Background: an optimization exercise with open tools, aiming at small area. Do not read the settings as production practice. At most, simulation tests tie the RTL to the original design; equivalence was not proved.

==> run a: inputs <==
## riscv_zero_execute
module riscv_zero_execute(
    input clk,
    input reset,
    input [63:0] pc_in,
    input [6:0] opcode,
    input [31:0] immediate,
    input [4:0]  reg_dest,
    input [63:0] rs1_data,
    input [63:0] rs2_data,
    input [6:0] funct7_out,
    input [2:0] funct3_out,
    input writeback_enable_in,
    input [1:0] writeback_source_in,
    input memory_access_in,
    input mem_wenable_in,
    input jump,
    input branch,
    input ALU_A_mux,
    input ALU_B_mux,
    input [3:0] ALU_op,
    output wire pc_src,
    output wire [63:0] pc_target,
    output reg [63:0] pc_out,
    output reg writeback_enable_out,
    output reg [1:0] writeback_source_out,
    output reg memory_access_out,
    output reg mem_wenable_out,
    output reg [63:0] ALU_out,
    output reg [63:0] mem_write_data
);
==> module alu, before the edit <==
module alu (
    input [63:0] a,
    input [63:0] b,
    input [3:0] operation,
    output [63:0] result
);
wire op_add = operation == 4'h0;
wire op_sub = operation == 4'h1;
wire op_sll = operation == 4'h2;
wire op_slt = operation == 4'h3;
wire op_xor = operation == 4'h4;
wire op_srl = (operation == 4'h5) | (operation == 4'h6);
wire op_or  = operation == 4'h7;
wire op_and = operation == 4'h8;
wire op_eq  = operation == 4'h9;
wire sub = op_sub | op_slt;
wire [63:0] bx = b ^ {64{sub}};
wire [63:0] p = a ^ bx;
wire [63:0] g = a & bx;
wire [63:0] c;    
bk64 u_bk (.g(g), .p(p), .cin(sub), .c(c));
wire lt = ~c[63];
wire eq = ~|p;    
wire en_p = op_add | op_sub | op_xor | op_or;
wire en_c = op_add | op_sub;
wire en_g = op_or | op_and;
wire [63:0] cin_v = {c[62:0], sub};
wire [63:0] arith = ({64{en_p}} & p) ^ (({64{en_c}} & cin_v) | ({64{en_g}} & g));
wire big = |b[63:6];
wire [63:0] a_rev;
wire [63:0] sh_rev;
wire [63:0] sh;
genvar i;
generate
    for (i = 0; i < 64; i = i + 1) begin : g_rev
        assign a_rev[i] = a[63 - i];
        assign sh_rev[i] = sh[63 - i];
    end
endgenerate
wire [63:0] sh_in = op_sll ? a_rev : a;
assign sh = sh_in >> b[5:0];
wire en_l = op_sll & ~big;
wire en_r = op_srl & ~big;
assign result = arith
              | ({64{en_l}} & sh_rev)
              | ({64{en_r}} & sh)
              | {63'b0, (op_slt & lt) | (op_eq & eq)};
endmodule
==> module riscv_zero_execute, before the edit <==
module riscv_zero_execute(
    input clk,
    input reset,
    input [63:0] pc_in,
    input [6:0] opcode,
    input [31:0] immediate,
    input [4:0]  reg_dest,
    input [63:0] rs1_data,
    input [63:0] rs2_data,
    input [6:0] funct7_out,
    input [2:0] funct3_out,
    input writeback_enable_in,
    input [1:0] writeback_source_in,
    input memory_access_in,
    input mem_wenable_in,
    input jump,
    input branch,
    input ALU_A_mux,
    input ALU_B_mux,
    input [3:0] ALU_op,
    output wire pc_src,
    output wire [63:0] pc_target,
    output reg [63:0] pc_out,
    output reg writeback_enable_out,
    output reg [1:0] writeback_source_out,
    output reg memory_access_out,
    output reg mem_wenable_out,
    output reg [63:0] ALU_out,
    output reg [63:0] mem_write_data
);
wire [63:0] ALU_A_src = ALU_A_mux ? pc_in : rs1_data;
wire [63:0] ALU_B_src = ALU_B_mux ? {32'b0, immediate} : rs2_data;
wire [63:0] ALU_result;
assign pc_src = (ALU_result[0] & branch) | jump;
assign pc_target = pc_in + {32'b0, immediate};
alu execute_alu (
    .a(ALU_A_src),
    .b(ALU_B_src),
    .operation(ALU_op),
    .result(ALU_result)
);
always @(posedge clk or posedge reset) begin
    if (reset) begin
        pc_out <= 64'h0;
        ALU_out <= 64'h0;
        writeback_enable_out <= 1'b0;
        writeback_source_out <= 2'b00;
        memory_access_out <= 1'b0;
        mem_wenable_out <= 1'b0;
    end else begin
        pc_out <= pc_in;
        writeback_enable_out <= writeback_enable_in;
        writeback_source_out <= writeback_source_in;
        memory_access_out <= memory_access_in;
        mem_wenable_out <= mem_wenable_in;
        ALU_out <= ALU_result;
    end
end
always @(posedge clk) begin
    mem_write_data <= rs2_data;
end
endmodule
clock: 6.5 ns
lec_check: 0
cap_margin: 20
core_margin: 2
core_utilization: 40
setup_slack_margin: 0.3
slew_margin: 20
run.sh (not shown) runs the stock make flow with config.mk's settings and CLKGATE_MAP_FILE= SYNTH_SCRIPT=/design/flow/synth_recipe.tcl, a recipe that flattens the netlist after the stock synthesis.
==> run b: changes against run a <==
--- a/flow/design.v
+++ b/flow/design.v
@@ -39,5 +39,15 @@
 endgenerate
 wire [63:0] sh_in = op_sll ? a_rev : a;
-assign sh = sh_in >> b[5:0];
+wire [3:0] d0 = 4'b1 << b[1:0];
+wire [3:0] d1 = 4'b1 << b[3:2];
+wire [3:0] d2 = 4'b1 << b[5:4];
+wire [127:0] x0 = {64'b0, sh_in};
+wire [63:0] s1, s2;
+genvar k;
+for (k = 0; k < 64; k = k + 1) begin : st
+  assign s1[k] = (d2[0] & sh_in[k]) | (d2[1] & (k+16 < 64 ? sh_in[(k+16)%64] : 1'b0)) | (d2[2] & (k+32 < 64 ? sh_in[(k+32)%64] : 1'b0)) | (d2[3] & (k+48 < 64 ? sh_in[(k+48)%64] : 1'b0));
+  assign s2[k] = (d1[0] & s1[k]) | (d1[1] & (k+4 < 64 ? s1[(k+4)%64] : 1'b0)) | (d1[2] & (k+8 < 64 ? s1[(k+8)%64] : 1'b0)) | (d1[3] & (k+12 < 64 ? s1[(k+12)%64] : 1'b0));
+  assign sh[k] = (d0[0] & s2[k]) | (d0[1] & (k+1 < 64 ? s2[(k+1)%64] : 1'b0)) | (d0[2] & (k+2 < 64 ? s2[(k+2)%64] : 1'b0)) | (d0[3] & (k+3 < 64 ? s2[(k+3)%64] : 1'b0));
+end
 wire en_l = op_sll & ~big;
 wire en_r = op_srl & ~big;
==> flow/flow/run.sh (new file) <==
#!/bin/bash
export BUFFER_PORTS_ARGS="-buffer_cell sky130_fd_sc_hd__buf_1"
bash standard.sh > standard.log 2>&1
==> flow/standard.sh (new file) <==
#!/bin/bash
# synth_recipe.tcl (not shown) runs the flow's synth.tcl, then flattens the netlist and writes it again
# the make line also repeats each setting of config.mk as NAME=value (left out here)
make -C /OpenROAD-flow-scripts/flow DESIGN_CONFIG=/design/flow/config.mk WORK_HOME=/design/flow/orfs CLKGATE_MAP_FILE= SYNTH_SCRIPT=/design/flow/synth_recipe.tcl "${@:-finish}"
removed: flow/run.sh
==> run c: changes against run a <==
--- a/flow/design.v
+++ b/flow/design.v
@@ -39,5 +39,15 @@
 endgenerate
 wire [63:0] sh_in = op_sll ? a_rev : a;
-assign sh = sh_in >> b[5:0];
+wire [3:0] d0 = 4'b1 << b[1:0];
+wire [3:0] d1 = 4'b1 << b[3:2];
+wire [3:0] d2 = 4'b1 << b[5:4];
+wire [127:0] x0 = {64'b0, sh_in};
+wire [63:0] s1, s2;
+genvar k;
+for (k = 0; k < 64; k = k + 1) begin : st
+  assign s1[k] = (d2[0] & sh_in[k]) | (d2[1] & (k+16 < 64 ? sh_in[(k+16)%64] : 1'b0)) | (d2[2] & (k+32 < 64 ? sh_in[(k+32)%64] : 1'b0)) | (d2[3] & (k+48 < 64 ? sh_in[(k+48)%64] : 1'b0));
+  assign s2[k] = (d1[0] & s1[k]) | (d1[1] & (k+4 < 64 ? s1[(k+4)%64] : 1'b0)) | (d1[2] & (k+8 < 64 ? s1[(k+8)%64] : 1'b0)) | (d1[3] & (k+12 < 64 ? s1[(k+12)%64] : 1'b0));
+  assign sh[k] = (d0[0] & s2[k]) | (d0[1] & (k+1 < 64 ? s2[(k+1)%64] : 1'b0)) | (d0[2] & (k+2 < 64 ? s2[(k+2)%64] : 1'b0)) | (d0[3] & (k+3 < 64 ? s2[(k+3)%64] : 1'b0));
+end
 wire en_l = op_sll & ~big;
 wire en_r = op_srl & ~big;
@@ -123,5 +133,6 @@
 wire [63:0] ALU_result;
 assign pc_src = (ALU_result[0] & branch) | jump;
-assign pc_target = pc_in + {32'b0, immediate};
+wire [32:0] pt_lo = {1'b0, pc_in[31:0]} + {1'b0, immediate};
+assign pc_target = {pc_in[63:32] + {31'b0, pt_lo[32]}, pt_lo[31:0]};
 alu execute_alu (
     .a(ALU_A_src),
==> flow/flow/run.sh (new file) <==
#!/bin/bash
# The standard layout with the smallest buffer on the ports; timing-driven
# global placement only reweights nets and does not keep its trial buffering;
# CTS as the standard flow runs it (same buffers and clustering) but without
# dummy loads on the clock tree.
bash standard.sh "BUFFER_PORTS_ARGS=-buffer_cell sky130_fd_sc_hd__buf_1" \
  GPL_KEEP_OVERFLOW=0 \
  "CTS_ARGS=-sink_clustering_enable -repair_clock_nets -sink_clustering_size 10 -buf_list sky130_fd_sc_hd__clkbuf_8 -dont_use_dummy_load" \
  finish > standard.log 2>&1
==> flow/standard.sh (new file) <==
#!/bin/bash
# synth_recipe.tcl (not shown) runs the flow's synth.tcl, then flattens the netlist and writes it again
# the make line also repeats each setting of config.mk as NAME=value (left out here)
make -C /OpenROAD-flow-scripts/flow DESIGN_CONFIG=/design/flow/config.mk WORK_HOME=/design/flow/orfs CLKGATE_MAP_FILE= SYNTH_SCRIPT=/design/flow/synth_recipe.tcl "${@:-finish}"
CTS_BUF_LIST = sky130_fd_sc_hd__clkbuf_8   (was default)
CTS_CLUSTER_SIZE = 10   (was default)
SETUP_SLACK_MARGIN = 0.1   (was 0.3)
removed: flow/run.sh
==> impl_metrics.ini <==
[status]
run_status = timing/DRC/antenna clean

[cts]
cts-root-buf = sky130_fd_sc_hd__clkbuf_16

[floorplan]
floorplan.initialDensity_pct = 40.51

[final_layout]
nClkBuffers = 18

[critical_path]
worst-endpoint-arrival_ps = 4800

[synthesis]
seq_total_area_yosys_pct = 25.73
[end of results for run b]
==> impl_metrics.ini <==
[status]
run_status = complete, but fails checks
violations = setup timing

[critical_path]
worst-endpoint-arrival_ps = 5300

[final_layout]
nClkBuffers = 17

[timing]
finalSetupViolations = 6
post_layout_worst_setup_margin_ps = -104.8
[end of results for run c]
==> impl_metrics.ini <==
[placed_design]
post-place-ws_ps = -494.8

[cts]
cts-root-buf = sky130_fd_sc_hd__clkbuf_16

[status]
run_status = timing/DRC/antenna clean

[grt]
globalRoute.totalOverflow = 0

[final_layout]
nClkBuffers = 17
flow.area_growth_from_synthesis_pct = 51.16

[critical_path]
worst-endpoint-arrival_ps = 5010
[end of results for run a]
For run a and run c, only the layout was checked, not whether the RTL still works.

## afterwards: timing with drivers on the ports
How much do the figures lean on ideal ports? The routed layouts below were timed once more, with nothing changed but the port constraints.
Step 1 (the two cells are an assumption about what drives the block):
set clk [get_ports {clk}]
set_driving_cell -lib_cell sky130_fd_sc_hd__clkbuf_16 $clk
set_driving_cell -lib_cell sky130_fd_sc_hd__buf_2 [delete_from_list [all_inputs] $clk]
Step 2, shift: input delay + t, output delay - t, t = (earliest + latest rising clock arrival at the registers) / 2. This alone moves slack from input paths to output paths.
a / b / c = no drivers / after step 1 / after step 2; a / b = the first two.
run | t (ns) | setup WS [ns] | hold slack, ns
run a | 0.575 | 0.188 / 0.130 / 0.130 | 1.224 / 1.181 / 1.756
run b | 0.551 | 0.404 / 0.325 / 0.325 | 0.861 / 0.830 / 1.381
run c | 0.615 | -0.105 / -0.137 / -0.137 | 0.745 / 0.714 / 1.329
For run b, which loses most, drivers alone change the setup slack by -0.079 ns; drivers and shift together by -0.079 ns.
